Context: an optimization exercise on an open-source flow, tuned for small area. The choices shown serve that exercise and are no tape-out recipe. RTL that was checked went through simulation tests only; none was proved equivalent to the original. Only the layout flow was run in run 1; the RTL was not checked for function there. The clock port is modelled as an ideal driver; clocking choices that lean on that would not hold on a real chip. Power is estimated from default activity; no workload was simulated.

==> design/flow/flow/run.sh <==
#!/bin/bash
set -euo pipefail
export ONE_CLKBUF='sky130_fd_sc_hd__buf_8'
export MY_ABC_SCRIPT=$PWD/flow/area.abc
bash standard.sh finish \
  "SYNTH_SCRIPT=$PWD/flow/my_synth.tcl" \
  'BUFFER_PORTS_ARGS=-buffer_cell sky130_fd_sc_hd__buf_1' \
  "PRE_CTS_TCL=$PWD/flow/clkbuf.tcl" \
  'CTS_ARGS=-clk_nets clk -dont_use_dummy_load' \
  > standard.log 2>&1
==> design/flow/flow/area.abc <==
strash
&get -n
&deepsyn -J 20 -T 100
&put
&get -n
&dch -f
&nf -R 1000
&put
topo
dnsize -c
==> design/flow/flow/clkbuf.tcl <==
# Drive every clock sink from one clock buffer placed at the sinks' centroid;
# the clock port then feeds only that buffer.
set block [ord::get_db_block]
set db [ord::get_db]
set clk [$block findNet clk]
set master [$db findMaster $::env(ONE_CLKBUF)]
set inst [odb::dbInst_create $block $master clkbuf_root]
set net [odb::dbNet_create $block clknet_root]
$net setSigType CLOCK
set sx 0; set sy 0; set n 0
foreach it [$clk getITerms] {
  set i [$it getInst]
  set bb [$i getBBox]
  set sx [expr {$sx + ([$bb xMin] + [$bb xMax]) / 2}]
  set sy [expr {$sy + ([$bb yMin] + [$bb yMax]) / 2}]
  incr n
  $it disconnect
  $it connect $net
}
[$inst findITerm A] connect $clk
[$inst findITerm X] connect $net
$inst setLocation [expr {$sx / $n}] [expr {$sy / $n}]
$inst setPlacementStatus PLACED
puts "clkbuf.tcl: $::env(ONE_CLKBUF) drives $n clock sinks"
==> design/flow/flow/my_synth.tcl <==
# synth_recipe.tcl with ABC's mapping script replaced by $::env(MY_ABC_SCRIPT)
proc synth {args} { yosys synth -nofsm -noshare {*}$args }
proc abc {args} {
  set i [lsearch -exact $args -script]
  if { $i >= 0 } { lset args [expr {$i + 1}] $::env(MY_ABC_SCRIPT) }
  yosys abc {*}$args
}
source $::env(SCRIPTS_DIR)/synth.tcl
# left out here: clear keep_hierarchy, flatten, clean up, hide names made inside functions, write 1_2_yosys.v
==> design/flow/standard.sh <==
#!/bin/bash
# synth_recipe.tcl (not shown) runs the flow's synth.tcl, then flattens the netlist and writes it again
# the make line also repeats each setting of config.mk as NAME=value (left out here)
make -C /OpenROAD-flow-scripts/flow DESIGN_CONFIG=/design/flow/config.mk WORK_HOME=/design/flow/orfs CLKGATE_MAP_FILE= SYNTH_SCRIPT=/design/flow/synth_recipe.tcl "${@:-finish}"
==> design/flow/config.mk <==
export PLATFORM = sky130hd
export DESIGN_NAME = top
export DESIGN_NICKNAME = top
export VERILOG_FILES = /design/flow/design.v
export SDC_FILE = /design/flow/constraint.sdc
export NUM_CORES = 4
export LEC_CHECK = 0
export ABC_AREA = 1
export CAP_MARGIN = 20
export CORE_AREA = 2 2 60 60
export DIE_AREA = 0 0 62 62
export PLACE_DENSITY = 0.95
export SLEW_MARGIN = 20
==> design/flow/constraint.sdc <==
create_clock -name core_clock -period 8.0 [get_ports {clk}]
set_input_delay 1.6000 -clock core_clock [delete_from_list [all_inputs] [get_ports {clk}]]
set_output_delay 1.6000 -clock core_clock [all_outputs]
set_load 0.01 [all_outputs]
==> design/flow/design.v <==
module top (
  input wire clk,
  input wire rst,
  input wire rx,
  output wire tx
);
  localparam [10:0] LFSR_END  = 11'd144;
  localparam [10:0] LFSR_MASK = 11'b11101101011;
  reg [10:0] lfsr;
  wire tick = (lfsr & LFSR_MASK) == (LFSR_END & LFSR_MASK);
  always @(posedge clk)
    lfsr <= {lfsr[9:0], lfsr[10] ^ lfsr[1] ^ tick};
  reg [3:0] fc;
  wire idle    = (fc[3] & fc[2] & fc[0]);
  wire at_d7   = (~fc[2] & fc[1] & fc[0]);
  wire fc_in   = idle ? rx : ~((fc[3] & fc[1]) | (fc[3] & fc[0]) | (~fc[3] & ~fc[0]));
  always @(posedge clk)
    if (rst)
      fc <= 4'hf;
    else if (tick)
      fc <= {fc[2:0], fc_in};
  reg [9:0] line;
  wire [7:0] byte_in = {rx, line[0], line[1], line[2],
                        line[3], line[4], line[5], line[6]};
  wire letter = (byte_in[7:6] == 2'b01) &&
                (byte_in[4:0] != 5'd0) && (byte_in[4:0] <= 5'd26);
  wire flip = at_d7 & letter;
  always @(posedge clk)
    if (rst)
      line <= 10'h3ff;
    else if (tick)
      line <= {line[8:2], line[1] ^ flip, line[0], rx};
  assign tx = line[9];
endmodule
==> results of run 1 <==
==> metrics by stage <==
step	area, um^2	util
2_1_floorplan	730.7	-
3_3_place_gp	799.5	0.2434
3_5_place_dp	799.5	0.2434
4_1_cts	814.5	0.2480
5_1_grt	814.5	0.2480
6_report	814.5	0.2480
==> registers in the layout, indices dropped and copies added (netlist names) <==
name	cells
line	10
fc	4
lfsr	11
==> power by group through the flow <==
stage	clock, mW	combinational [mW]	sequential, mW
3_3_place_gp	0	0.00253	0.129
5_1_grt	0.0471	0.00310	0.126
6_report	0.0421	0.00278	0.126
3_5_place_dp	0	0.00278	0.129
4_1_cts	0.0333	0.00282	0.129
2_1_floorplan	0	0.00183	0.129
==> area by class of cell <==
| type | count | share of cell area |
|---|---|---|
| well taps | 46 | 0.07066 |
| multi-input cells | 34 | 0.2826 |
| repair buffers | 3 | 0.01382 |
| flip-flops and latches | 25 | 0.6144 |
| plain buffers | 1 | 0.01843 |
==> cell families after synthesis <==
family                    after synthesis  share of synthesized area
and+or+nand+nor                        12                    0.08731
xor gates and xnor gates                1                    0.01199
AOI/OAI and AO/OA                      21                     0.2158
DFF                                    25                     0.6849
==> cell usage after synthesis <==
library cell,number
or2_0,1
nand3_1,1
a21o_1,1
nand2b_1,1
o21a_1,1
o21ai_0,2
nor2_1,1
o22a_1,12
nand2_1,4
nor4_1,2
nor3_1,1
a21oi_1,4
or4b_1,1
xnor2_1,1
dfxtp_1,25
o31ai_1,1
==> worst max-delay path by stage <==
stage          start  depth (start not counted)       to  slack [ns]
6_report          rx                          7  line[2]        5.22
5_1_grt           rx                          7  line[2]        5.09
4_1_cts           rx                          7  line[2]        5.05
3_5_place_dp      rx                          7  line[2]        5.05
3_3_place_gp      rx                          7  line[2]        5.13
2_1_floorplan     rx                          6  line[2]        5.29
==> critical path, stage by stage <==
cell and delay (ns):
buf_1 0.10, or4b_1 0.52, a21oi_1 0.12, o21ai_0 0.11, a21oi_1 0.14, o21ai_0 0.12, o21a_1 0.11
==> layer usage <==
layer	GRT usage	up-vias	wire length, um
met3	0.008282	0	44
met1	0.08408	215	533
met4	0.003040	0	0
met2	0.1310	2	595
met5	0	-	0
li1	-	233	-
==> run summary, run 1 <==
status timing/DRC/antenna clean; hold path cells 0; Post-Route WL 1.173 mm; PortBufs 3; Combinational Power Share 0.016; Final ANT Viol Nets 0; Slew headroom 0.5399; initial antenna violation count 0; Gate Count Post-Synth 59; min Tclk post-route around 2.8 ns; reg2reg end line[2]; largest area contributor in the netlist dfxtp_1; DRT Pass-1 Iters 3; Fin Clk Skew around 0.0009 ns; gr usage total 0.06798; GPL Wtd Cong 0.7035; Worst Hold End lfsr[5]; CP Launch Type primary input; placed cell count 108; setup violators final 0; RSZ-0062 raised after global routing false; r2r worst-path depth 6; Power Dens Cells around 210 nW/um^2; Reg2Reg Setup Slack around 6.2 ns; Cell variety after synth 16; sequential cell area about 500 um^2; hpwl dp roughly 890 um; Slew Viols, Final 0; vias in the first global route about 440; die area 3844 um^2; hold slack ~0.34 ns; gr ovfl total 0; most frequent cells in the layout 25 x dfxtp_1, 12 x o22a_1, 4 x nand2_1, 4 x a21oi_1, 3 x buf_1; clock network power share 0.247; largest net degree at the start of global routing 26; Max Clk Rate 0.3597 GHz; I/O Pins 4; Clk Latency, worst-skew pair 0.14 ns; Seq/Total Area, Yosys 0.6849; min-delay src lfsr[4]; # Post-CTS Setup Buffers 0; FF-to-FF Start lfsr[1]; Net Sw Power between 0.03 and 0.04 mW; Leak Pwr 0.2596 nW; share of cells above drive strength 1 0.01587; 1st-iter DRT viols 3; detailed-route via count 450; Post-route DRC 0; pre-CTS setup slack between 5 and 6 ns; WL/cell around 11 um; setup TNS 0 ns; Setup CP Type in2reg; area grow syn2layout 11.47%; most common cell after layout, fill and taps aside dfxtp_1; final std cells w/o fill 109; post-synth design cell area about 730 um^2; first-pass GRT wire length about 2.0 mm; final hold viol count 0; Yosys warnings 1; synthesized area per cell approximately 12 um^2; fin crit share 0.3475; crit-path max FO 3; Critical Path RT 8.05 ns; Hold WC Path Type reg2reg; Setup crit end kind flip-flop; Vias per Instance roughly 4.1; post-synth top area share 0.6849; CTS Hold Bufs 0; nets 68; Multi-input gate area between 200 and 250 um^2; # resized after CTS 0; CP arrival ~2.8 ns; Max Cap Viol 0; Die X between 60 and 70 um; height of the die a little over 60 um; worst-margin pin slew 0.6902 ns; Seq pwr share 0.737; Cell Rows 21; syn nets 62; Core ar. ~3300 um^2; Final Power ~0.17 mW; Power Internal roughly 0.14 mW; Initial Utilization 0.2225; VDD IR max 0.00008004 V; Sw Share 0.1762; Synth area leaders dfxtp_1 68%, o22a_1 14%, a21oi_1 2.7%; Yosys reg bits 25; fill cell count 350; slack of the critical path around 5.2 ns; ant diodes 0; clk slew on worst S/H paths around 0.12 ns
==> run 2, diff against run 1 <==
--- a/design/flow/design.v
+++ b/design/flow/design.v
@@ -6,3 +6,3 @@
 );
-  localparam [10:0] LFSR_END  = 11'd144;
+  localparam [10:0] LFSR_END  = 11'd1903;
   localparam [10:0] LFSR_MASK = 11'b11101101011;
@@ -11,3 +11,3 @@
   always @(posedge clk)
-    lfsr <= {lfsr[9:0], lfsr[10] ^ lfsr[1] ^ tick};
+    lfsr <= {lfsr[9:0], ~(lfsr[10] ^ lfsr[1] ^ tick)};
   reg [3:0] fc;
==> run 2 against run 1 <==
  * Synthesized cell count grew 1.7%
  * Critical path type unchanged
  * Combinational power increased to 7.0 times the previous value
  * Area after synthesis decreased by 0.51%
  * Total power is 24% higher
  * Largest power group unchanged
  * Flip-flop and latch count is the same
  * Critical path depth is the same
==> run summary, run 2 <==
status timing/DRC/antenna clean; r2r worst-path depth 5 (-1); share of flip-flops with an asynchronous set or reset 0 (unchanged); reg2reg end fc[0]; Synth area leaders dfxtp_1 69%, o22a_1 13%, nor2_1 3.1%; Post-synth EDFFs 0 (unchanged); GPL Wtd Cong 0.7164 (+1.8%); die area 3844 um^2 (unchanged); post-synth design cell area 726.9 um^2 (-0.51%); Fin Clk Skew 0.002023 ns (+0.001125 ns); area grow syn2layout 11.53% (about the same); WL/cell 10.02 um (-6.9%); Top Registers lfsr x11, line x10, fc x4; worst-margin pin slew 0.7257 ns (+0.03553 ns); Yosys warnings 1 (unchanged); hold slack 0.3418 ns (+0.002715 ns); Cell variety after synth 15 (-1); gr ovfl total 0 (unchanged); hold path cells 0 (unchanged); most common cell after layout, fill and taps aside dfxtp_1; Initial Utilization 0.2213 (-0.001143); Setup crit end kind flip-flop; Largest Register lfsr; Final ANT Viol Nets 0 (unchanged); CP Launch Type primary input; Power Dens Cells 260.3 nW/um^2 (+24%); setup TNS 0 ns (unchanged); count leader, synth dfxtp_1; final std cells w/o fill 110 (+0.92%); Max Clk Rate 0.3649 GHz (+1.4%); Gate Count Post-Synth 60 (+1.7%); height of the die 62 um (unchanged); Worst Hold End lfsr[3]; fill cell count 345 (-1.4%); Reg2Reg Setup Slack 6.34 ns (+0.18 ns); vias in the first global route 447 (+2.5%); first-pass GRT wire length 1.904 mm (-6.4%); Core ar. 3284 um^2 (unchanged); # Post-CTS Setup Buffers 0 (unchanged); Vias per Instance 4.164 (+0.85%); largest net degree at the start of global routing 26 (unchanged); Setup CP Type in2reg; Slew Viols, Final 0 (unchanged); top cells by count, synth 25 x dfxtp_1, 11 x o22a_1, 6 x nor2_1; nets 69 (+1.5%); DRT Pass-1 Iters 2 (-1); Cell Rows 21 (unchanged); Die X 62 um (unchanged); post-synth top area share 0.6885 (+0.003537); Slew headroom 0.5162 (-0.02369); Critical Path RT 8.05 ns (about the same); syn nets 63 (+1.6%); Synth Flop Type dfxtp_1; Hold WC Path Type reg2reg; FF-to-FF Start lfsr[3]; clk slew on worst S/H paths 0.12 ns (about the same); I/O Pins 4 (unchanged); largest area contributor in the netlist dfxtp_1; min Tclk post-route 2.741 ns (-0.03939 ns); detailed-route via count 458 (+1.8%); placed cell count 109 (+0.93%); Max Cap Viol 0 (unchanged); ant diodes 0 (unchanged); max reg flops 11 (unchanged); initial antenna violation count 0 (unchanged); Post-route DRC 0 (unchanged); gr usage total 0.06199 (-0.005985); share of cells above drive strength 1 0.01563 (-0.0002480); VDD IR max 0.0001133 V (+42%); min-delay src lfsr[2]; PortBufs 3 (unchanged); setup violators final 0 (unchanged); Yosys reg bits 25 (unchanged); 1st-iter DRT viols 3 (unchanged); CTS Hold Bufs 0 (unchanged); Leak Pwr 0.2832 nW (+9.1%); Clk Latency, worst-skew pair 0.14 ns (about the same); # resized after CTS 0 (unchanged); most frequent cells in the layout 25 x dfxtp_1, 11 x o22a_1, 6 x nor2_1; Post-Route WL 1.102 mm (-6.1%); final hold viol count 0 (unchanged); Seq/Total Area, Yosys 0.6885 (+0.003537); fin crit share 0.3426 (-0.004924); CP arrival 2.79 ns (-0.04 ns); synthesized area per cell 12.12 um^2 (-2.2%); crit-path max FO 3 (unchanged); RSZ-0062 raised after global routing false
## run 2: cell types whose count changed in the layout (fill, tap and decap cells not counted), sizes merged
cell	delta
a31oi	+1
nor4	-2
nor2	+5
a21o	-1
or3	+1
xnor2	-1
xor2	+1
nand2	-2
nand3	-1
a211oi	+1
nand4	+2
nand2b	-1
o31ai	-1
o22a	-1
## run 2: cell type report
class	count	area (um^2)	area share
tap	46	57.56	0.07099
sequential	25	500.5	0.6173
multi-input combinational	35	226.5	0.2793
buffer	1	15.01	0.01852
timing repair buffer	3	11.26	0.01389
## run 2: cell families after synthesis
logic type	synth area share
AO/OA/AOI/OAI	0.2031
XOR/XNOR	0.01205
flip-flops	0.6885
AND/OR/NAND/NOR	0.09639
## run 2: worst max path at each step
| stage | start | endpoint | slack (ns) | cells past startpoint |
|---|---|---|---|---|
| 6_report | rx | line[2] | 5.26 | 7 |
| 5_1_grt | rx | line[2] | 5.19 | 7 |
| 4_1_cts | rx | line[2] | 5.10 | 7 |
| 3_5_place_dp | rx | line[2] | 5.11 | 7 |
| 3_3_place_gp | rx | line[2] | 5.14 | 7 |
| 2_1_floorplan | rx | line[2] | 5.29 | 6 |
## run 2: metrics by stage
| stage | util | power [mW] | area, um^2 | worst slack (ns) |
|---|---|---|---|---|
| 6_report | 0.2469 | 0.2111 | 810.8 | 5.259 |
| 5_1_grt | 0.2469 | 0.2225 | 810.8 | 5.194 |
| 4_1_cts | 0.2469 | 0.2051 | 810.8 | 5.101 |
| 3_5_place_dp | 0.2423 | 0.1718 | 795.8 | 5.108 |
| 3_3_place_gp | 0.2423 | 0.1679 | 795.8 | 5.140 |
| 2_1_floorplan | - | 0.1646 | 726.9 | 5.289 |
## run 2: report_power, final
part | internal [mW] | switching, mW | total (mW) | leakage [nW]
Combinational | 0.0113 | 0.00806 | 0.0194 | 0.0702
Sequential | 0.138 | 0.0112 | 0.149 | 0.206
Clock | 0.0144 | 0.0282 | 0.0426 | 0.00742
## run 2: metal layers
layer / track usage / wire, um / up-vias
met2: 0.1190 / 556 / 3
met1: 0.07771 / 507 / 221
met3: 0.008282 / 38 / 0
li1: - / - / 234
met4: 0 / 0 / 0
met5: 0 / 0 / -
## run 2: worst max-delay path, cell delays in order
cell and delay [ns]:
buf_1 0.09, or4b_1 0.50, a21oi_1 0.13, o21ai_0 0.12
a21oi_1 0.15, o21ai_0 0.10, o21a_1 0.10
==> run 3, diff against run 2 <==
--- a/design/flow/flow/run.sh
+++ b/design/flow/flow/run.sh
@@ -1,4 +1,14 @@
 #!/bin/bash
+# The standard ORFS layout (standard.sh) with these changes:
+#  - synthesis runs my_synth.tcl: the standard synthesis, but ABC maps the
+#    logic with area.abc (deeper AIG optimisation, area-oriented mapping);
+#  - port buffers are plain sky130_fd_sc_hd__buf_1 cells;
+#  - the clock tree is a single buffer (inserted by clkbuf.tcl just before
+#    CTS) that drives every flip-flop, so TritonCTS, pointed at the clock
+#    port net that now has one sink, adds nothing. The CTS step's hold
+#    repair still runs.
+# ORFS writes each step's full log under orfs/logs/; make's own output goes
+# to standard.log.
 set -euo pipefail
-export ONE_CLKBUF='sky130_fd_sc_hd__buf_8'
+export ONE_CLKBUF=sky130_fd_sc_hd__buf_8
 export MY_ABC_SCRIPT=$PWD/flow/area.abc
--- a/design/flow/flow/my_synth.tcl
+++ b/design/flow/flow/my_synth.tcl
@@ -1,2 +1,6 @@
-# synth_recipe.tcl with ABC's mapping script replaced by $::env(MY_ABC_SCRIPT)
+# synth_recipe.tcl (the standard synthesis) with one change: ABC maps the
+# combinational logic with the area-oriented script in $::env(MY_ABC_SCRIPT)
+# instead of ORFS's abc_area.script. Flip-flops are mapped before ABC runs,
+# so the registers, their names and cell types are those of the standard
+# synthesis.
 proc synth {args} { yosys synth -nofsm -noshare {*}$args }
==> run 3 against run 2 <==
  * Wire length did not move
  * Combinational power about the same
  * Global-route usage stayed put
  * Core utilization unchanged
  * Sequential share of layout area stayed put
  * Largest cell class unchanged
  * Still clean on timing, DRC and antenna
==> run summary, run 3 <==
Synth area leaders dfxtp_1 69%, o22a_1 13%, nor2_1 3.1%; 1st-iter DRT viols 3 (unchanged); max reg flops 11 (unchanged); sequential cell area 500.5 um^2 (unchanged); CP Launch Type primary input; clk slew on worst S/H paths 0.12 ns (about the same); Cell Area, Placed 795.8 um^2 (unchanged); area grow syn2layout 11.53% (unchanged); count leader, synth dfxtp_1; Yosys reg bits 25 (unchanged); Post-synth EDFFs 0 (unchanged); final hold viol count 0 (unchanged); syn nets 63 (unchanged); fill cell count 345 (unchanged); slack of the critical path 5.259 ns (unchanged); initial antenna violation count 0 (unchanged); Setup crit end kind flip-flop; Critical Path RT 8.05 ns (about the same); I/O Pins 4 (unchanged); Seq pwr share 0.706 (about the same); Post-Route WL 1.102 mm (unchanged); gr usage total 0.06199 (unchanged); DRT Pass-1 Iters 2 (unchanged); first-pass GRT wire length 1.904 mm (unchanged); pre-CTS setup slack 5.108 ns (unchanged); post-synth top area share 0.6885 (unchanged); VDD IR max 0.0001133 V (unchanged); synthesized area per cell 12.12 um^2 (unchanged); setup TNS 0 ns (unchanged); worst-margin pin slew 0.7257 ns (unchanged); top cells by count, synth 25 x dfxtp_1, 11 x o22a_1, 6 x nor2_1; Slew headroom 0.5162 (unchanged); most common cell after layout, fill and taps aside dfxtp_1; Die X 62 um (unchanged); min Tclk post-route 2.741 ns (unchanged); Combinational Power Share 0.092 (about the same); fin area 810.8 um^2 (unchanged); GPL Wtd Cong 0.7164 (unchanged); nets 69 (unchanged); Largest Register lfsr; Power Dens Cells 260.3 nW/um^2 (unchanged); RSZ-0062 raised after global routing false; ant diodes 0 (unchanged); die area 3844 um^2 (unchanged); Max Cap Viol 0 (unchanged); detailed-route via count 458 (unchanged); largest area contributor in the netlist dfxtp_1; Hold WC Path Type reg2reg; Max Clk Rate 0.3649 GHz (unchanged); WL/cell 10.02 um (unchanged); Yosys warnings 1 (unchanged); largest net degree at the start of global routing 26 (unchanged); PortBufs 3 (unchanged); status timing/DRC/antenna clean; Slew Viols, Final 0 (unchanged); Multi-input gate area 226.5 um^2 (unchanged); final core utilization 0.2469 (unchanged); Top Registers lfsr x11, line x10, fc x4; # resized after CTS 0 (unchanged); Vias per Instance 4.164 (unchanged); Synth Flop Type dfxtp_1; share of cells above drive strength 1 0.01563 (unchanged); Initial Utilization 0.2213 (unchanged); height of the die 62 um (unchanged); crit-path max FO 3 (unchanged); clock network power share 0.202 (about the same); Fin Clk Skew 0.002023 ns (unchanged); gr ovfl total 0 (unchanged); CP arrival 2.79 ns (about the same); Power Internal 0.1636 mW (unchanged); Sw Share 0.2251 (unchanged); Post-route DRC 0 (unchanged); share of flip-flops with an asynchronous set or reset 0 (unchanged); most frequent cells in the layout 25 x dfxtp_1, 11 x o22a_1, 6 x nor2_1; Final Power 0.2111 mW (unchanged); Seq/Total Area, Yosys 0.6885 (unchanged); Gate Count Post-Synth 60 (unchanged); Net Sw Power 0.04752 mW (unchanged); Clk Latency, worst-skew pair 0.14 ns (about the same); Cell variety after synth 15 (unchanged); vias in the first global route 447 (unchanged); Setup CP Type in2reg; CTS Hold Bufs 0 (unchanged); # Post-CTS Setup Buffers 0 (unchanged); Leak Pwr 0.2832 nW (unchanged); post-synth design cell area 726.9 um^2 (unchanged); fin crit share 0.3426 (unchanged); setup violators final 0 (unchanged); Core ar. 3284 um^2 (unchanged); Cell Rows 21 (unchanged); Final ANT Viol Nets 0 (unchanged)
run 3: area by class of cell:
type,instances,area share
Sequential cell,25,0.6173
Tap cell,46,0.07099
Multi-Input combinational cell,35,0.2793
Buffer,1,0.01852
Timing Repair Buffer,3,0.01389
run 3: metal layers:
metal / wire [um] / GRT usage / vias to the layer above
met3: 38 / 0.008282 / 0
li1: - / - / 234
met1: 507 / 0.07771 / 221
met5: 0 / 0 / -
met4: 0 / 0 / 0
met2: 556 / 0.1190 / 3
run 3: path summary, 6_finish.rpt:
| kind | cells after the start | slack, ns | startpoint | end |
|---|---|---|---|---|
| worst min register to register | 0 | 0.34 | lfsr[2] | lfsr[3] |
| worst max-delay path | 7 | 5.26 | rx | line[2] |
| worst max register to register | 5 | 6.34 | lfsr[3] | fc[0] |
| worst min-delay path | 0 | 0.34 | lfsr[2] | lfsr[3] |
run 3: kinds of logic (layout without fill, tap and decap cells):
| group | Yosys count | in the layout | share of synthesized area |
|---|---|---|---|
| flops | 25 | 25 | 0.6885 |
| compound gates | 20 | 20 | 0.2031 |
| simple gates | 14 | 14 | 0.09639 |
| xor+xnor | 1 | 1 | 0.01205 |
| buf+inv | 0 | 4 | 0 |
run 3: metrics by stage:
| step | instances | hold WS, ns |
|---|---|---|
| after global routing | 110 | 0.3469 |
| after global placement | 109 | 0.3135 |
| after floorplan | 60 | 0.3096 |
| final | 110 | 0.3418 |
| after detailed placement | 109 | 0.3153 |
| after CTS | 110 | 0.3147 |
run 3: critical path, stage by stage:
cell	delay (ns)
buf_1	0.09
or4b_1	0.50
a21oi_1	0.13
o21ai_0	0.12
a21oi_1	0.15
o21ai_0	0.10
o21a_1	0.10
run 3: power groups by stage:
stage	Combinational (mW)	Clock [mW]	Sequential, mW
floorplan	0.0153	0	0.149
global placement	0.0178	0	0.150
detailed placement	0.0197	0	0.152
CTS	0.0197	0.0333	0.152
global route	0.0220	0.0491	0.151
finish	0.0194	0.0426	0.149
==> run 4, diff against run 3 <==
--- a/design/flow/design.v
+++ b/design/flow/design.v
@@ -6,3 +6,3 @@
 );
-  localparam [10:0] LFSR_END  = 11'd1903;
+  localparam [10:0] LFSR_END  = 11'd144;
   localparam [10:0] LFSR_MASK = 11'b11101101011;
@@ -11,10 +11,10 @@
   always @(posedge clk)
-    lfsr <= {lfsr[9:0], ~(lfsr[10] ^ lfsr[1] ^ tick)};
+    lfsr <= {lfsr[9:0], lfsr[10] ^ lfsr[1] ^ tick};
   reg [3:0] fc;
-  wire idle    = (fc[3] & fc[2] & fc[0]);
-  wire at_d7   = (~fc[2] & fc[1] & fc[0]);
-  wire fc_in   = idle ? rx : ~((fc[3] & fc[1]) | (fc[3] & fc[0]) | (~fc[3] & ~fc[0]));
+  wire idle    = (~fc[3] & ~fc[2] & ~fc[0]);
+  wire at_d7   = (fc[2] & ~fc[1] & ~fc[0]);
+  wire fc_in   = idle ? ~rx : ((~fc[3] & ~fc[1]) | (~fc[3] & ~fc[0]) | (fc[3] & fc[0]));
   always @(posedge clk)
     if (rst)
-      fc <= 4'hf;
+      fc <= 4'd0;
     else if (tick)
==> run 4 against run 3 <==
  * Hold slack worse by 0.0020 ns
  * Critical endpoint unchanged
  * Largest power group unchanged
  * Highest routed layer is now met4
  * Synthesized cell count increased by 3.3%
  * Clock skew rose by 0.0017 ns
  * Final cell count up 1.8%
==> run summary, run 4 <==
status timing/DRC/antenna clean; Yosys reg bits 25 (unchanged); min-delay src lfsr[7]; final hold viol count 0 (unchanged); worst-margin pin slew 0.4902 ns (-0.2356 ns); FF-to-FF Start lfsr[1]; # resized after CTS 0 (unchanged); final core utilization 0.2499 (+0.003048); Synth area leaders dfxtp_1 68%, o22a_1 11%, a22o_1 3.6%; ant diodes 0 (unchanged); setup TNS 0 ns (unchanged); min Tclk post-route 2.364 ns (-0.3767 ns); Hold WC Path Type reg2reg; largest area contributor in the netlist dfxtp_1; Synth Flop Type dfxtp_1; most common cell after layout, fill and taps aside dfxtp_1; Cell Area, Placed 805.8 um^2 (+1.3%); area grow syn2layout 11.38%; Max Clk Rate 0.4230 GHz (+16%); Setup crit end kind flip-flop; height of the die 62 um (unchanged); # Post-CTS Setup Buffers 0 (unchanged); fin area 820.8 um^2 (+1.2%); CP Launch Type primary input; largest net degree at the start of global routing 26 (unchanged); gr usage total 0.06741 (+0.005414); gr ovfl total 0 (unchanged); Top Registers lfsr x11, line x10, fc x4; hold path cells 0 (unchanged); most frequent cells in the layout 25 x dfxtp_1, 9 x o22a_1, 6 x nor2_1; fin crit share 0.2955 (-0.04708); first-pass GRT wire length 2.007 mm (+5.4%); Slew headroom 0.6732 (+0.1570); crit-path max FO 3 (unchanged); Yosys warnings 1 (unchanged); Seq/Total Area, Yosys 0.6791 (-0.009351); share of cells above drive strength 1 0.01515 (-0.0004735); vias in the first global route 458 (+2.5%); nets 71 (+2.9%); Slowest-stage cell, CP o21ai_0; count leader, synth dfxtp_1; PortBufs 3 (unchanged); GPL Wtd Cong 0.8072 (+13%); RSZ-0062 raised after global routing false; Core ar. 3284 um^2 (unchanged); WL/cell 10.34 um (+3.2%); Initial Utilization 0.2244 (+0.003048); detailed-route via count 463 (+1.1%); CP arrival 2.45 ns (-0.34 ns); setup violators final 0 (unchanged); post-synth design cell area 737.0 um^2 (+1.4%); Gate Count Post-Synth 62 (+3.3%); share of flip-flops with an asynchronous set or reset 0 (unchanged); post-synth top area share 0.6791 (-0.009351); hold slack 0.3398 ns (-0.002040 ns); Final ANT Viol Nets 0 (unchanged); VDD IR max 0.0001232 V (+8.8%); Post-Route WL 1.158 mm (+5.1%); clk slew on worst S/H paths 0.12 ns (about the same); Post-route DRC 0 (unchanged); Leak Pwr 0.2674 nW (-5.6%); DRT Pass-1 Iters 4 (+2); Fin Clk Skew 0.003757 ns (+0.001734 ns); top cells by count, synth 25 x dfxtp_1, 9 x o22a_1, 6 x nor2_1; 1st-iter DRT viols 2 (-1); Final Power 0.1839 mW (-13%); Clk Latency, worst-skew pair 0.14 ns (about the same); synthesized area per cell 11.89 um^2 (-1.9%); Max Cap Viol 0 (unchanged); Largest Register lfsr; Cell Rows 21 (unchanged); fill cell count 341 (-1.2%); r2r worst-path depth 4 (-1); Slew Viols, Final 0 (unchanged); crit-path cells buf_1 > nor2_1 > nand4b_1 > a21oi_1 > o21ai_0 > o21ai_0 > a21oi_1 > nor2_1; Post-synth EDFFs 0 (unchanged); hpwl dp roughly 900 um; max reg flops 11 (unchanged); I/O Pins 4 (unchanged); Setup CP Type in2reg; Power Dens Cells 224.0 nW/um^2 (-14%); Cell variety after synth 14 (-1); critical path startpoint rx; Critical Path RT 8.09 ns (+0.04 ns); Vias per Instance 4.134 (-0.71%); CTS Hold Bufs 0 (unchanged); Die X 62 um (unchanged); die area 3844 um^2 (unchanged); initial antenna violation count 0 (unchanged); max incr delay on CP 0.15 ns (-0.35 ns); syn nets 65 (+3.2%)
-- run 4: cell count changes after synthesis, moves of 2 or more --
cell      before  now
o22a_1        11    9
nand2b_1       0    2
a22o_1         0    3
nor4_1         0    2
nand4_1        2    0
-- run 4: kinds of logic after synthesis --
family | synth area share
DFF | 0.6791
AOI/OAI and AO/OA | 0.2020
and+or+nand+nor | 0.1070
xor gates and xnor gates | 0.01189
-- run 4: path summary, 6_finish.rpt --
| kind | end | slack [ns] |
|---|---|---|
| setup / recovery | line[2] | 5.64 |
| hold / removal | lfsr[8] | 0.34 |
| setup reg to reg | line[0] | 6.36 |
| hold reg to reg | lfsr[8] | 0.34 |
-- run 4: report_power, final --
| part | total (mW) | internal, mW | leakage (nW) | switching (mW) |
|---|---|---|---|---|
| sequential | 0.132 | 0.129 | 0.203 | 0.00380 |
| combinational | 0.00935 | 0.00491 | 0.0565 | 0.00443 |
| clock | 0.0421 | 0.0144 | 0.00742 | 0.0277 |
| total | 0.184 | 0.148 | 0.267 | 0.0360 |
-- run 4: final cells by class --
type	count	area, um^2	area share
Buffer	1	15.01	0.01829
Tap cell	46	57.56	0.07012
Sequential cell	25	500.5	0.6098
Timing Repair Buffer	3	11.26	0.01372
Multi-Input combinational cell	37	236.5	0.2881
-- run 4: worst max-delay path, delay by kind of cell --
family          cells  cell delay (ns)
compound gates      4             0.44
buf+inv             1             0.10
simple gates        3             0.30
-- run 4: routing by layer --
metal | track usage | part of all wire
met2 | 0.1280 | 0.48
met4 | 0.01824 | 0.031
met1 | 0.07722 | 0.44
met3 | 0.01035 | 0.046
met5 | 0 | 0
-- run 4: metrics by stage --
step,std cells,setup WS [ns]
2_1_floorplan,62,5.724
5_1_grt,112,5.572
3_3_place_gp,111,5.534
3_5_place_dp,111,5.475
6_report,112,5.636
4_1_cts,112,5.472
==> run 5, diff against run 4 <==
==> design/flow/design.v (replaced) <==
module top (
  input wire clk,
  input wire rst,
  input wire rx,
  output wire tx
);
  localparam [10:0] LFSR_END  = 11'd144;
  localparam [10:0] LFSR_MASK = 11'b11101101011;
  reg [10:0] lfsr;
  wire tick = (lfsr & LFSR_MASK) == (LFSR_END & LFSR_MASK);
  always @(posedge clk)
    lfsr <= {lfsr[9:0], lfsr[10] ^ lfsr[1] ^ tick};
  reg [3:0] fc;
  wire idle    = ~fc[3] & ~fc[2] & ~fc[0];
  wire at_stop =  fc[3] & ~fc[1] & ~fc[0];
  wire fc_in   = idle ? ~rx : ~(fc[3] ^ (fc[2] & ~fc[0]));
  always @(posedge clk)
    if (rst)
      fc <= 4'd0;
    else if (tick)
      fc <= {fc[2:0], fc_in};
  reg [9:0] line;
  wire [7:0] byte_in = {line[0], line[1], line[2], line[3],
                        line[4], line[5], line[6], line[7]};
  wire letter = (byte_in[7:6] == 2'b01) &&
                (byte_in[4:0] != 5'd0) && (byte_in[4:0] <= 5'd26);
  wire flip = at_stop & letter;
  always @(posedge clk)
    if (rst)
      line <= 10'h3ff;
    else if (tick)
      line <= {line[8:3], line[2] ^ flip, line[1:0], rx};
  assign tx = line[9];
endmodule
--- a/design/flow/flow/run.sh
+++ b/design/flow/flow/run.sh
@@ -12,3 +12,3 @@
 set -euo pipefail
-export ONE_CLKBUF=sky130_fd_sc_hd__buf_8
+export ONE_CLKBUF=sky130_fd_sc_hd__buf_12
 export MY_ABC_SCRIPT=$PWD/flow/area.abc
--- a/design/flow/config.mk
+++ b/design/flow/config.mk
@@ -11,3 +11,2 @@
 export DIE_AREA = 0 0 62 62
-export PLACE_DENSITY = 0.95
 export SLEW_MARGIN = 20
==> run 5 against run 4 <==
  * Critical path depth down 3
  * Register-to-register slack worse by 0.27 ns
  * Sequential power about the same
  * Via count up 1.9%
  * Core utilization up 0.53 points
  * Critical endpoint is now line[3]
  * Highest routed layer unchanged
  * Setup slack worse by 0.26 ns
  * Synthesized cell count unchanged
  * Clock skew down 0.0021 ns
==> run summary, run 5 <==
status timing/DRC/antenna clean; placed cell count 111 (unchanged); slack of the critical path 5.379 ns (-0.2573 ns); fill cell count 348 (+2.1%); syn nets 65 (unchanged); initial antenna violation count 0 (unchanged); fin area 838.3 um^2 (+2.1%); Yosys warnings 1 (unchanged); top cells by count, synth 25 x dfxtp_1, 9 x o22a_1, 4 x a21oi_1, 4 x nor2_1; Power Dens Cells 226.0 nW/um^2 (+0.89%); setup TNS 0 ns (unchanged); fin crit share 0.3276 (+0.03216); Final ANT Viol Nets 0 (unchanged); vias in the first global route 461 (+0.66%); nets 71 (unchanged); CP Launch Type primary input; # Post-CTS Setup Buffers 0 (unchanged); min-delay src lfsr[4]; Post-Route WL 1.114 mm (-3.8%); Core ar. 3284 um^2 (unchanged); FF-to-FF Start lfsr[6]; Critical Path RT 8.03 ns (-0.06 ns); hold path cells 0 (unchanged); first-pass GRT wire length 1.925 mm (-4.1%); Seq/Total Area, Yosys 0.6678 (-0.01134); Worst Hold End lfsr[5]; synthesized area per cell 12.09 um^2 (+1.7%); I/O Pins 4 (unchanged); Vias per Instance 4.214 (+1.9%); final hold viol count 0 (unchanged); worst-margin pin slew 0.3871 ns (-0.1031 ns); Top Registers lfsr x11, line x10, fc x4; Slew Viols, Final 0 (unchanged); Slew headroom 0.7419 (+0.06874); DRT Pass-1 Iters 4 (unchanged); die area 3844 um^2 (unchanged); most frequent cells in the layout 25 x dfxtp_1, 9 x o22a_1, 4 x a21oi_1, 4 x nor2_1; max reg flops 11 (unchanged); CP arrival 2.65 ns (+0.20 ns); setup violators final 0 (unchanged); Max Clk Rate 0.3815 GHz (-9.8%); Yosys reg bits 25 (unchanged); reg2reg end line[3]; post-synth top area share 0.6678 (-0.01134); RSZ-0062 raised after global routing false; Clk Latency, worst-skew pair 0.12 ns (-0.02 ns); share of cells above drive strength 1 0.01515 (unchanged); Die X 62 um (unchanged); Max Cap Viol 0 (unchanged); final std cells w/o fill 112 (unchanged); GPL Wtd Cong 0.7260 (-10%); largest area contributor in the netlist dfxtp_1; Setup CP Type in2reg; Cell Rows 21 (unchanged); Synth area leaders dfxtp_1 67%, o22a_1 11%, a22o_1 3.5%; r2r worst-path depth 5 (+1); Post-synth EDFFs 0 (unchanged); Synth Flop Type dfxtp_1; pre-CTS setup slack 5.244 ns (-0.2315 ns); ant diodes 0 (unchanged); area grow syn2layout 11.85%; count leader, synth dfxtp_1; detailed-route via count 472 (+1.9%); Initial Utilization 0.2282 (+0.003810); height of the die 62 um (unchanged); 1st-iter DRT viols 14 (+12); Fin Clk Skew 0.001692 ns (-0.002065 ns); VDD IR max 0.00009639 V (-22%); CTS Hold Bufs 0 (unchanged); clk slew on worst S/H paths 0.09 ns (-0.03 ns); Cell Area, Placed 818.3 um^2 (+1.6%); # resized after CTS 0 (unchanged); PortBufs 3 (unchanged); crit-path max FO 11 (+8); largest net degree at the start of global routing 26 (unchanged); hpwl dp 786.5 um (-12%); min Tclk post-route 2.621 ns (+0.2573 ns); Largest Register lfsr; gr usage total 0.06237 (-0.005040); Setup crit end kind flip-flop; Hold WC Path Type reg2reg; gr ovfl total 0 (unchanged); Reg2Reg Setup Slack 6.09 ns (-0.27 ns); WL/cell 9.946 um (-3.8%); post-synth design cell area 749.5 um^2 (+1.7%); Post-route DRC 0 (unchanged); Cell variety after synth 16 (+2); Gate Count Post-Synth 62 (unchanged); most common cell after layout, fill and taps aside dfxtp_1; share of flip-flops with an asynchronous set or reset 0 (unchanged); Leak Pwr 0.2859 nW (+6.9%)
-- run 5: final cells by class --
class	count	area, um^2	share of cell area
flip-flops and latches	25	500.5	0.5970
well taps	46	57.56	0.06866
plain buffers	1	20.02	0.02388
repair buffers	3	11.26	0.01343
multi-input cells	37	249.0	0.2970
-- run 5: logic make-up (layout without fill, tap and decap cells) --
group / count (synthesis) / count (layout) / synth area share
xor gates and xnor gates: 1 / 1 / 0.01169
DFF: 25 / 25 / 0.6678
and+or+nand+nor: 15 / 15 / 0.1052
buffers and inverters: 0 / 4 / 0
AOI/OAI and AO/OA: 21 / 21 / 0.2154
-- run 5: worst max-delay path, stage by stage --
cell	delay, ns
buf_1	0.11
or3_1	0.56
a21oi_1	0.17
o21ai_0	0.10
o21a_1	0.11
-- run 5: how the worst max path moves through the flow --
stage / startpoint / endpoint / cells after the start
global placement: rst / line[3] / 5
detailed placement: rst / line[3] / 5
global route: rst / line[3] / 5
finish: rst / line[3] / 5
CTS: rst / line[3] / 5
floorplan: rst / line[3] / 4
-- run 5: stage by stage --
step | hold slack [ns] | total power [mW] | utilization
2_1_floorplan | 0.3096 | 0.1411 | -
3_3_place_gp | 0.3115 | 0.1436 | 0.2491
3_5_place_dp | 0.3182 | 0.1438 | 0.2491
4_1_cts | 0.3146 | 0.1831 | 0.2552
5_1_grt | 0.3420 | 0.1978 | 0.2552
6_report | 0.3335 | 0.1895 | 0.2552
-- run 5: metal layers --
layer,track usage,vias up,wire (um)
met5,0,-,0
met4,0.006079,0,10
met3,0.004141,2,22
met2,0.1027,2,495
met1,0.09276,226,586
li1,-,242,-
-- run 5: power by group --
| part | switching, mW | internal [mW] | leakage (nW) | total, mW |
|---|---|---|---|---|
| registers | 0.00435 | 0.129 | 0.203 | 0.133 |
| clock network | 0.0279 | 0.0204 | 0.00940 | 0.0483 |
| logic | 0.00328 | 0.00472 | 0.0732 | 0.00800 |
| total | 0.0356 | 0.154 | 0.286 | 0.189 |
==> run 6, diff against run 5 <==
==> design/flow/flow/run.sh (replaced) <==
#!/bin/bash
# The standard ORFS layout with two changes:
#  - port buffers are plain sky130_fd_sc_hd__buf_1 cells;
#  - the clock tree is a single buffer (inserted by clkbuf.tcl just before
#    CTS) that drives every flip-flop, so TritonCTS, pointed at the clock
#    port net that now has one sink, adds nothing. The hold repair of the
#    CTS step still runs.
# ORFS writes each step's full log under orfs/logs/; make's own output goes
# to standard.log.
set -euo pipefail
export ONE_CLKBUF=sky130_fd_sc_hd__buf_12
bash standard.sh finish \
  'BUFFER_PORTS_ARGS=-buffer_cell sky130_fd_sc_hd__buf_1' \
  "PRE_CTS_TCL=$PWD/flow/clkbuf.tcl" \
  'CTS_ARGS=-clk_nets clk -dont_use_dummy_load' \
  > standard.log 2>&1
removed: design/flow/flow/area.abc
removed: design/flow/flow/my_synth.tcl
==> run 6 against run 5 <==
  * Core utilization up 2.4 points
  * Die area unchanged
  * Cell area up 9.4%
  * Final cell count up 29%
  * First-iteration DRC count up 14%
  * Critical path depth down 1
  * Sequential power down 5%
  * Setup slack better by 0.29 ns
  * Combinational power down 44%
  * Critical endpoint is now fc[1]
  * Largest cell class unchanged
==> run summary, run 6 <==
Cell Rows 21 (unchanged); area grow syn2layout 7.636%; clock network power share 0.275 (+0.020); Post-synth EDFFs 0 (unchanged); nets 104 (+46%); Top Registers lfsr x11, line x10, fc x4; setup violators final 0 (unchanged); post-synth top area share 0.5874 (-0.08041); Core ar. 3284 um^2 (unchanged); largest net degree at the start of global routing 26 (unchanged); syn nets 101 (+55%); vias in the first global route 539 (+17%); Sw Share 0.1848 (-0.002824); Yosys reg bits 25 (unchanged); GRT busiest layer met2; M1 GR Usage 0.09102 (-0.001733); clk slew on worst S/H paths 0.09 ns (about the same); # resized after CTS 0 (unchanged); PortBufs 3 (unchanged); Max Clk Rate 0.4292 GHz (+12%); Vias per Instance 4.145 (-1.6%); gr usage total 0.07463 (+0.01226); met3 Usage GRT 0.006211 (+0.002070); Net Sw Power 0.03351 mW (-5.8%); DRT Pass-1 Iters 4 (unchanged); Initial Utilization 0.2594 (+0.03124); synthesized area per cell 8.695 um^2 (-28%); Post-route DRC 0 (unchanged); height of the die 62 um (unchanged); Seq pwr share 0.700 (-0.003); Combinational Power Share 0.025 (-0.017); 1st-iter DRT viols 16 (+2); max reg flops 11 (unchanged); Synth area leaders dfxtp_1 59%, nand2_1 7.9%, inv_1 4.4%; fin crit share 0.2913 (-0.03639); crit-path max FO 8 (-3); # Post-CTS Setup Buffers 0 (unchanged); sequential cell area 500.5 um^2 (unchanged); share of cells above drive strength 1 0.08081 (+0.06566); VDD IR max 0.00007767 V (-19%); ant diodes 0 (unchanged); Hold WC Path Type reg2reg; count leader, synth dfxtp_1; Post-Route WL 1.359 mm (+22%); Clk Latency, worst-skew pair 0.13 ns (about the same); I/O Pins 4 (unchanged); Die X 62 um (unchanged); CP Launch Type primary input; min Tclk post-route 2.330 ns (-0.2911 ns); Seq/Total Area, Yosys 0.5874 (-0.08041); Largest Register lfsr; setup TNS 0 ns (unchanged); WL/cell 9.372 um (-5.8%); hpwl dp 1.008 mm (+28%); worst-margin pin slew 0.4428 ns (+0.05572 ns); Synth Flop Type dfxtp_1; Power Dens Cells 197.7 nW/um^2 (-13%); first-pass GRT wire length 2.235 mm (+16%); Fin Clk Skew 0.004055 ns (+0.002363 ns); detailed-route via count 601 (+27%); Slew Viols, Final 0 (unchanged); gr ovfl total 0 (unchanged); most common cell after layout, fill and taps aside dfxtp_1; initial antenna violation count 0 (unchanged); hold slack 0.3347 ns (+0.001196 ns); Yosys warnings 1 (unchanged); Cell variety after synth 18 (+2); Setup CP Type in2reg; Gate Count Post-Synth 98 (+58%); die area 3844 um^2 (unchanged); Max Cap Viol 0 (unchanged); GPL Wtd Cong 0.7258 (about the same); M2 GR Usage 0.1429 (+0.04018); CP arrival 2.34 ns (-0.31 ns); Critical Path RT 8.01 ns (-0.02 ns); post-synth design cell area 852.1 um^2 (+14%); top cells by count, synth 25 x dfxtp_1, 18 x nand2_1, 10 x inv_1, 10 x nor2_1; Slew headroom 0.7048 (-0.03714); Multi-input gate area 286.5 um^2 (+15%); CTS Hold Bufs 0 (unchanged); Power Internal 0.1478 mW (-4.0%); RSZ-0062 raised after global routing false; share of flip-flops with an asynchronous set or reset 0 (unchanged); Final ANT Viol Nets 0 (unchanged); Leak Pwr 0.3690 nW (+29%); largest area contributor in the netlist dfxtp_1; status timing/DRC/antenna clean; final hold viol count 0 (unchanged); fill cell count 360 (+3.4%); Setup crit end kind flip-flop; most frequent cells in the layout 25 x dfxtp_1, 18 x nand2_1, 10 x inv_1, 10 x nor2_1; final core utilization 0.2792 (+0.02400)
-- run 6: logic make-up (layout without fill, tap and decap cells) --
group / after synthesis / after routing / synth area share
DFF: 25 / 25 / 0.5874
AOI/OAI and AO/OA: 20 / 20 / 0.1366
buffers and inverters: 14 / 15 / 0.07636
and+or+nand+nor: 39 / 39 / 0.1997
-- run 6: per-stage QoR --
stage	instances	area [um^2]	power [mW]	setup slack [ns]
global placement	144	897.1	0.1340	5.613
global route	145	917.1	0.1887	5.611
CTS	145	917.1	0.1735	5.527
detailed placement	144	897.1	0.1343	5.537
floorplan	98	852.1	0.1329	5.869
finish	145	917.1	0.1813	5.670
-- run 6: worst paths after layout --
check | start | slack (ns) | endpoint | cells after the start
max | rst | 5.67 | fc[1] | 4
min | lfsr[7] | 0.33 | lfsr[8] | 0
max reg2reg | lfsr[1] | 6.60 | line[6] | 6
min reg2reg | lfsr[7] | 0.33 | lfsr[8] | 0
-- run 6: metal layers --
layer,vias to the layer above,wire [um]
met3,2,31
met5,-,0
met4,0,23
met1,281,654
li1,314,-
met2,4,649
-- run 6: power groups by stage --
stage	clock, mW	combinational, mW	sequential [mW]
3_3_place_gp	0	0.00431	0.130
4_1_cts	0.0392	0.00449	0.130
3_5_place_dp	0	0.00444	0.130
5_1_grt	0.0565	0.00511	0.127
2_1_floorplan	0	0.00324	0.130
6_report	0.0499	0.00445	0.127
-- run 6: layout make-up --
cell class                 count  share of cell area
buffer                         1             0.02183
tap                           46             0.06276
sequential                    25              0.5457
timing repair buffer           3             0.01228
multi-input combinational     59              0.3124
inverter                      11             0.04502
-- run 6: critical path: stages --
cell and delay, ns:
buf_1 0.34, inv_1 0.22, o21ai_0 0.12, a21oi_1 0.06

port drivers added, routing unchanged:
Ports are ideal in the flow. The routed layouts listed here were re-timed in OpenROAD. Step 1 assumes that a clkbuf_16 drives the clock port and a buf_2 every other input. Step 2 times the ports against the registers' clock, not the clock port: input delays grow and output delays shrink by t, the midpoint of the rising clock arrivals with the driver on. Three values: ideal ports, drivers, drivers and shift; two values: the first two.
run	shift t [ns]	slack for setup (ns)	worst setup path after step 2	worst register clock-pin slew, ns
run 1	0.165	5.220 / 5.219 / 5.054	input to register	0.12 / 0.12
run 2	0.165	5.259 / 5.255 / 5.090	input to register	0.12 / 0.12
run 3	0.165	5.259 / 5.255 / 5.090	input to register	0.12 / 0.12
run 4	0.167	5.636 / 5.644 / 5.477	input to register	0.12 / 0.12
run 5	0.152	5.379 / 5.388 / 5.236	input to register	0.09 / 0.09
run 6	0.158	5.670 / 5.679 / 5.521	input to register	0.09 / 0.09
After both steps every run listed still meets setup and hold.
